This design comes from an exercise in tuning for small area and a short achievable clock period on the open sky130 flow, not from production work. Function was checked by simulation only, so behaviour that the tests miss may differ from the original. The clock input has no modelled driver; a real chip could not lean on it and would need a root buffer or a full tree. Power and IR drop assume default switching activity.

==> flow/design.v <==
module image_buffer #(
    parameter IMAGE_WIDTH = 128
)(
    input  wire        clk,
    input  wire        reset,
    input  wire [7:0]  pixel_in,
    input  wire        pixel_valid,
    output wire [23:0] column,
    output wire        column_valid,   
    output wire        column_window   
);
    localparam N = 2 * IMAGE_WIDTH;
    reg  [7:0]     pix_r;
    reg            pix_v;
    reg  [8*N-1:0] chain;    
    reg  [6:0]     x_count;
    reg  [1:0]     y_count;  
    always @(posedge clk)
        pix_r <= pixel_in;
    always @(posedge clk or posedge reset) begin
        if (reset)
            pix_v <= 1'b0;
        else
            pix_v <= pixel_valid;
    end
    always @(posedge clk) begin
        if (pix_v)
            chain <= {chain[8*N-9:0], pix_r};
    end
    always @(posedge clk or posedge reset) begin
        if (reset) begin
            x_count <= 7'd0;
            y_count <= 2'd0;
        end else if (pix_v) begin
            x_count <= x_count + 7'd1;
            if (x_count == 7'd127 && !y_count[1])
                y_count <= y_count + 2'd1;
        end
    end
    assign column        = {pix_r, chain[8*(IMAGE_WIDTH-1) +: 8], chain[8*(N-1) +: 8]};
    assign column_valid  = pix_v;
    assign column_window = pix_v && y_count[1] && (x_count[6:1] != 6'd0);
endmodule
module sobel_core (
    input  wire        clk,
    input  wire        reset,
    input  wire [23:0] column,         
    input  wire        column_valid,
    input  wire        column_window,
    output reg  [7:0]  edge_magnitude,
    output reg         magnitude_valid
);
    wire [7:0] c = column[23:16];
    wire [7:0] b = column[15:8];
    wire [7:0] a = column[7:0];
    reg        [9:0] u1;
    reg signed [8:0] d1;
    reg              v1, w1;
    always @(posedge clk) begin
        u1 <= {2'b00, a} + {1'b0, b, 1'b0} + {2'b00, c};
        d1 <= $signed({1'b0, c}) - $signed({1'b0, a});
    end
    reg        [9:0]  uh0, uh1;    
    reg signed [8:0]  dh0;         
    reg signed [10:0] eh0;         
    wire signed [10:0] gx = $signed({1'b0, u1}) - $signed({1'b0, uh1});
    wire signed [10:0] gy = d1 + eh0;
    reg        [9:0]  ox2, oy2;
    reg               sx2, sy2;
    reg               w2;
    always @(posedge clk) begin
        if (v1) begin
            uh0 <= u1;  uh1 <= uh0;
            dh0 <= d1;  eh0 <= (d1 <<< 1) + dh0;
        end
        ox2 <= gx[9:0] ^ {10{gx[10]}};
        oy2 <= gy[9:0] ^ {10{gy[10]}};
        sx2 <= gx[10];
        sy2 <= gy[10];
    end
    wire [10:0] sum = {1'b0, ox2} + {1'b0, oy2} + {10'd0, sx2} + {10'd0, sy2};
    reg  [7:0]  s3;
    reg         big3;
    reg         w3;
    always @(posedge clk) begin
        s3   <= sum[7:0];
        big3 <= sum[10:8] != 3'd0;
    end
    always @(posedge clk)
        edge_magnitude <= s3 | {8{big3}};
    always @(posedge clk or posedge reset) begin
        if (reset) begin
            v1 <= 1'b0; w1 <= 1'b0; w2 <= 1'b0; w3 <= 1'b0;
        end else begin
            v1 <= column_valid;
            w1 <= column_window;
            w2 <= w1;
            w3 <= w2;
        end
    end
    always @(posedge clk)
        magnitude_valid <= w3;
endmodule
module edge_detection_top #(
    parameter IMAGE_WIDTH = 128
)(
    input  wire        clk,
    input  wire        reset,
    input  wire [7:0]  image_data,
    input  wire        data_valid,
    output wire [7:0]  edge_output,
    output wire        edge_valid
);
    wire [23:0] column;
    wire        column_valid, column_window;
    image_buffer #(
        .IMAGE_WIDTH(IMAGE_WIDTH)
    ) image_buffer_inst (
        .clk(clk),
        .reset(reset),
        .pixel_in(image_data),
        .pixel_valid(data_valid),
        .column(column),
        .column_valid(column_valid),
        .column_window(column_window)
    );
    sobel_core sobel_core_inst (
        .clk(clk),
        .reset(reset),
        .column(column),
        .column_valid(column_valid),
        .column_window(column_window),
        .edge_magnitude(edge_output),
        .magnitude_valid(edge_valid)
    );
endmodule
Settings: LEC_CHECK=0, CAP_MARGIN=35, CORE_MARGIN=2, CORE_UTILIZATION=72, CTS_CLUSTER_DIAMETER=100, CTS_CLUSTER_SIZE=30, SETUP_SLACK_MARGIN=5, SLEW_MARGIN=30; clock period 7.5 ns.
standard.sh (not shown) runs the stock make flow with config.mk's settings and CLKGATE_MAP_FILE= SYNTH_SCRIPT=/design/flow/synth_recipe.tcl, a recipe that flattens the netlist after the stock synthesis.
==> flow/flow/run.sh <==
#!/bin/bash
# The standard layout, except for the clock tree: CTS builds the leaf
# clusters without dummy loads, then flow/post_cts.tcl drives the leaf buffers
# from four buf_16 root buffers on the clock port, and makes the leaves buf_12 (two buffer levels instead of
# three). Ports are buffered with buf_2. make's output goes to make.log here; each ORFS step keeps its own
# log under orfs/logs.
set -euo pipefail
HERE=$(cd "$(dirname "${BASH_SOURCE[0]}")" && pwd)
export CTS_ARGS="-sink_clustering_enable -repair_clock_nets -dont_use_dummy_load -sink_clustering_size 30 -sink_clustering_max_diameter 80"
export BUFFER_PORTS_ARGS="-buffer_cell sky130_fd_sc_hd__buf_2"
export POST_CTS_TCL="$HERE/post_cts.tcl"
bash standard.sh > make.log 2>&1
==> flow/flow/post_cts.tcl <==
# Run by ORFS's CTS step after its clock tree and timing repair (POST_CTS_TCL):
# replace the tree above the leaf buffers with four root buffers fed by the
# clock port, make the leaf buffers buf_12, then legalise.
source [file join [file dirname [info script]] retree.tcl]
retree 4 sky130_fd_sc_hd__buf_16
swap_leaves sky130_fd_sc_hd__buf_12
detailed_placement
check_placement -verbose
estimate_parasitics -placement
report_clock_latency
==> flow/flow/retree.tcl <==
# Rebuild the clock tree above the leaf buffers: the clock port drives
# nroot buffers of type rootcell, each driving the leaf buffers nearest to it.
proc retree { nroot rootcell } {
  set block [ord::get_db_block]
  set clkport [$block findBTerm clk]
  set clknet [$clkport getNet]
  # walk the tree: buffers whose output net has a flip-flop clock pin are leaves
  set leaves {}
  set upper {}
  set todo [list $clknet]
  while {[llength $todo]} {
    set net [lindex $todo 0]; set todo [lrange $todo 1 end]
    foreach it [$net getITerms] {
      if {![$it isInputSignal]} continue
      set inst [$it getInst]
      set m [[$inst getMaster] getName]
      if {[string match "*clkbuf*" $m] || [string match "*clkinv*" $m]} {
        if {[string match "*clkinv*" $m]} { error "inverter in clock tree" }
        set out [[$inst findITerm X] getNet]
        set isleaf 0
        foreach it2 [$out getITerms] {
          if {[$it2 isInputSignal] && [[$it2 getMTerm] getName] eq "CLK"} { set isleaf 1 }
        }
        if {$isleaf} { lappend leaves $inst } else { lappend upper $inst; lappend todo $out }
      } elseif {[[$it getMTerm] getName] ne "CLK"} {
        error "clock net drives [$inst getName]/[[$it getMTerm] getName]"
      }
    }
  }
  puts "retree: [llength $leaves] leaves, [llength $upper] upper buffers"
  # remove the upper buffers and their output nets
  foreach inst $upper {
    set out [[$inst findITerm X] getNet]
    foreach it [$out getITerms] { $it disconnect }
    odb::dbNet_destroy $out
    foreach it [$inst getITerms] { $it disconnect }
    odb::dbInst_destroy $inst
  }
  # k-means of the leaves into nroot groups
  set pts {}
  foreach l $leaves { set b [$l getBBox]; lappend pts [list [expr {([$b xMin]+[$b xMax])/2.0}] [expr {([$b yMin]+[$b yMax])/2.0}]] }
  set n [llength $pts]
  # seed along x order
  set sorted [lsort -real -index 0 $pts]
  set cs {}
  for {set k 0} {$k < $nroot} {incr k} { lappend cs [lindex $sorted [expr {int(($k + 0.5) * $n / $nroot)}]] }
  for {set iter 0} {$iter < 50} {incr iter} {
    set asg {}
    foreach p $pts {
      set best 0; set bd 1e30
      for {set k 0} {$k < $nroot} {incr k} {
        set c [lindex $cs $k]
        set d [expr {abs([lindex $p 0]-[lindex $c 0]) + abs([lindex $p 1]-[lindex $c 1])}]
        if {$d < $bd} { set bd $d; set best $k }
      }
      lappend asg $best
    }
    set ncs {}
    for {set k 0} {$k < $nroot} {incr k} {
      set sx 0; set sy 0; set cnt 0
      foreach p $pts a $asg { if {$a == $k} { set sx [expr {$sx + [lindex $p 0]}]; set sy [expr {$sy + [lindex $p 1]}]; incr cnt } }
      if {$cnt} { lappend ncs [list [expr {$sx/$cnt}] [expr {$sy/$cnt}]] } else { lappend ncs [lindex $cs $k] }
    }
    set cs $ncs
  }
  set master [[ord::get_db] findMaster $rootcell]
  for {set k 0} {$k < $nroot} {incr k} {
    set inst [odb::dbInst_create $block $master "clkroot_$k"]
    set net [odb::dbNet_create $block "clknet_root_$k"]
    $net setSigType CLOCK
    [$inst findITerm A] connect $clknet
    [$inst findITerm X] connect $net
    set c [lindex $cs $k]
    $inst setLocation [expr {int([lindex $c 0])}] [expr {int([lindex $c 1])}]
    $inst setPlacementStatus PLACED
    set cnt 0
    foreach l $leaves a $asg { if {$a == $k} { [$l findITerm A] disconnect; [$l findITerm A] connect $net; incr cnt } }
    puts "retree: root $k at [lindex $c 0] [lindex $c 1] drives $cnt leaves"
  }
}
# Give every leaf buffer of the tree the cell type cell.
proc swap_leaves { cell } {
  set master [[ord::get_db] findMaster $cell]
  foreach inst [[ord::get_db_block] getInsts] {
    if {[string match "clkbuf_leaf_*" [$inst getName]]} { $inst swapMaster $master }
  }
}
Next try:
--- a/flow/flow/run.sh
+++ b/flow/flow/run.sh
@@ -7,5 +7,5 @@
 set -euo pipefail
 HERE=$(cd "$(dirname "${BASH_SOURCE[0]}")" && pwd)
-export CTS_ARGS="-sink_clustering_enable -repair_clock_nets -dont_use_dummy_load -sink_clustering_size 30 -sink_clustering_max_diameter 80"
+export CTS_ARGS="-sink_clustering_enable -repair_clock_nets -dont_use_dummy_load -sink_clustering_size 33 -sink_clustering_max_diameter 80"
 export BUFFER_PORTS_ARGS="-buffer_cell sky130_fd_sc_hd__buf_2"
 export POST_CTS_TCL="$HERE/post_cts.tcl"
Settings changed: CORE_UTILIZATION 72 to 65.
Outcome: The new run produced a clean layout; worst hold slack got worse by 0.0037 ns; synthesized cell count is unchanged; critical path depth goes down by 7; setup slack is worse by 0.014 ns; clock skew stays flat.
Next try:
==> flow/flow/run.sh (replaced) <==
#!/bin/bash
# The standard layout, except for the clock tree: CTS builds the leaf
# clusters without dummy loads, then flow/post_cts.tcl drives the leaf buffers
# from four buf_16 root buffers on the clock port, and makes the leaves buf_12 (two buffer levels instead of
# three). make's output goes to make.log here; each ORFS step keeps its own
# log under orfs/logs.
set -euo pipefail
HERE=$(cd "$(dirname "${BASH_SOURCE[0]}")" && pwd)
export CTS_ARGS="-sink_clustering_enable -repair_clock_nets -dont_use_dummy_load -sink_clustering_size 30 -sink_clustering_max_diameter 80"
export POST_CTS_TCL="$HERE/post_cts.tcl"
bash standard.sh > make.log 2>&1
Settings changed: CORE_UTILIZATION 65 to 72.
Outcome:
- The new run completed without violations
- via count is about the same
- wire length decreases by 0.33%
- global-route usage increases by 1.2 points
- sequential cell count stays the same
- worst setup slack got worse by 0.12 ns
Next try:
==> flow/flow/run.sh (replaced) <==
#!/bin/bash
# The standard layout, except for the clock tree: CTS builds the leaf
# clusters without dummy loads, then flow/post_cts.tcl drives the leaf buffers
# from four root buffers on the clock port (two buffer levels instead of
# three). make's output goes to make.log here; each ORFS step keeps its own
# log under orfs/logs.
set -euo pipefail
HERE=$(cd "$(dirname "${BASH_SOURCE[0]}")" && pwd)
export CTS_ARGS="-sink_clustering_enable -repair_clock_nets -dont_use_dummy_load -sink_clustering_size 33 -sink_clustering_max_diameter 80"
export POST_CTS_TCL="$HERE/post_cts.tcl"
bash standard.sh > make.log 2>&1
==> flow/flow/post_cts.tcl (replaced) <==
# Run by ORFS's CTS step after its clock tree and timing repair (POST_CTS_TCL):
# replace the tree above the leaf buffers with four root buffers fed by the
# clock port, then legalise the new buffers.
source [file join [file dirname [info script]] retree.tcl]
retree 4
detailed_placement
check_placement -verbose
estimate_parasitics -placement
report_clock_latency
--- a/flow/flow/retree.tcl
+++ b/flow/flow/retree.tcl
@@ -1,5 +1,5 @@
 # Rebuild the clock tree above the leaf buffers: the clock port drives
-# nroot buffers of type rootcell, each driving the leaf buffers nearest to it.
-proc retree { nroot rootcell } {
+# NROOT clkbuf_16 buffers, each driving the leaf buffers nearest to it.
+proc retree { nroot } {
   set block [ord::get_db_block]
   set clkport [$block findBTerm clk]
@@ -41,5 +41,7 @@
   foreach l $leaves { set b [$l getBBox]; lappend pts [list [expr {([$b xMin]+[$b xMax])/2.0}] [expr {([$b yMin]+[$b yMax])/2.0}]] }
   set n [llength $pts]
-  # seed along x order
+  set cs {}
+  for {set k 0} {$k < $nroot} {incr k} { lappend cs [lindex $pts [expr {int(($k + 0.5) * $n / $nroot)}]] }
+  # seed along a sorted order for determinism
   set sorted [lsort -real -index 0 $pts]
   set cs {}
@@ -64,5 +66,5 @@
     set cs $ncs
   }
-  set master [[ord::get_db] findMaster $rootcell]
+  set master [[ord::get_db] findMaster sky130_fd_sc_hd__clkbuf_16]
   for {set k 0} {$k < $nroot} {incr k} {
     set inst [odb::dbInst_create $block $master "clkroot_$k"]
@@ -79,9 +81,2 @@
   }
 }
-# Give every leaf buffer of the tree the cell type cell.
-proc swap_leaves { cell } {
-  set master [[ord::get_db] findMaster $cell]
-  foreach inst [[ord::get_db_block] getInsts] {
-    if {[string match "clkbuf_leaf_*" [$inst getName]]} { $inst swapMaster $master }
-  }
-}
Settings changed: CORE_UTILIZATION 72 to 65.
Result: Global-route usage is lower by 1.4 points; setup slack improves by 0.075 ns; sequential power hardly moves; cell count increases by 2.8%; flip-flop and latch count does not change.

-- re-timing with driven ports --
The flow's constraints put no driver on any port. The routed layouts listed below were extracted and timed again, unchanged, in two steps.
Step 1 (the two cells are an assumption about what drives the block):
set clk [get_ports {clk}]
set_driving_cell -lib_cell sky130_fd_sc_hd__clkbuf_16 $clk
set_driving_cell -lib_cell sky130_fd_sc_hd__buf_2 [delete_from_list [all_inputs] $clk]
Step 2 adds t to the input delays and takes it off the output delays; t is the mean of the earliest and latest rising clock arrival at the registers after step 1. Input paths then give back, and output paths get back, about the clock's delay inside the block.
Slacks: ideal ports / drivers / drivers and shift; pairs: ideal ports / drivers.
run | shift t [ns] | setup WS [ns] | hold WS [ns] | pins driven straight from the clock port
the first run | 0.623 | 5.081 / 4.926 / 5.081 | 0.365 / 0.365 / 0.365 | 4
the second run | 0.621 | 5.068 / 4.912 / 5.100 | 0.361 / 0.361 / 0.361 | 4
the third run | 0.649 | 4.952 / 4.812 / 4.951 | 0.284 / 0.283 / 0.283 | 4
the fourth run | 0.646 | 5.027 / 4.879 / 5.061 | 0.366 / 0.366 / 0.366 | 4
After both steps setup and hold are still met in every run listed. The setup slack of the third run, which loses most, moves by -0.140 ns with the drivers and by -0.001 ns with both steps.
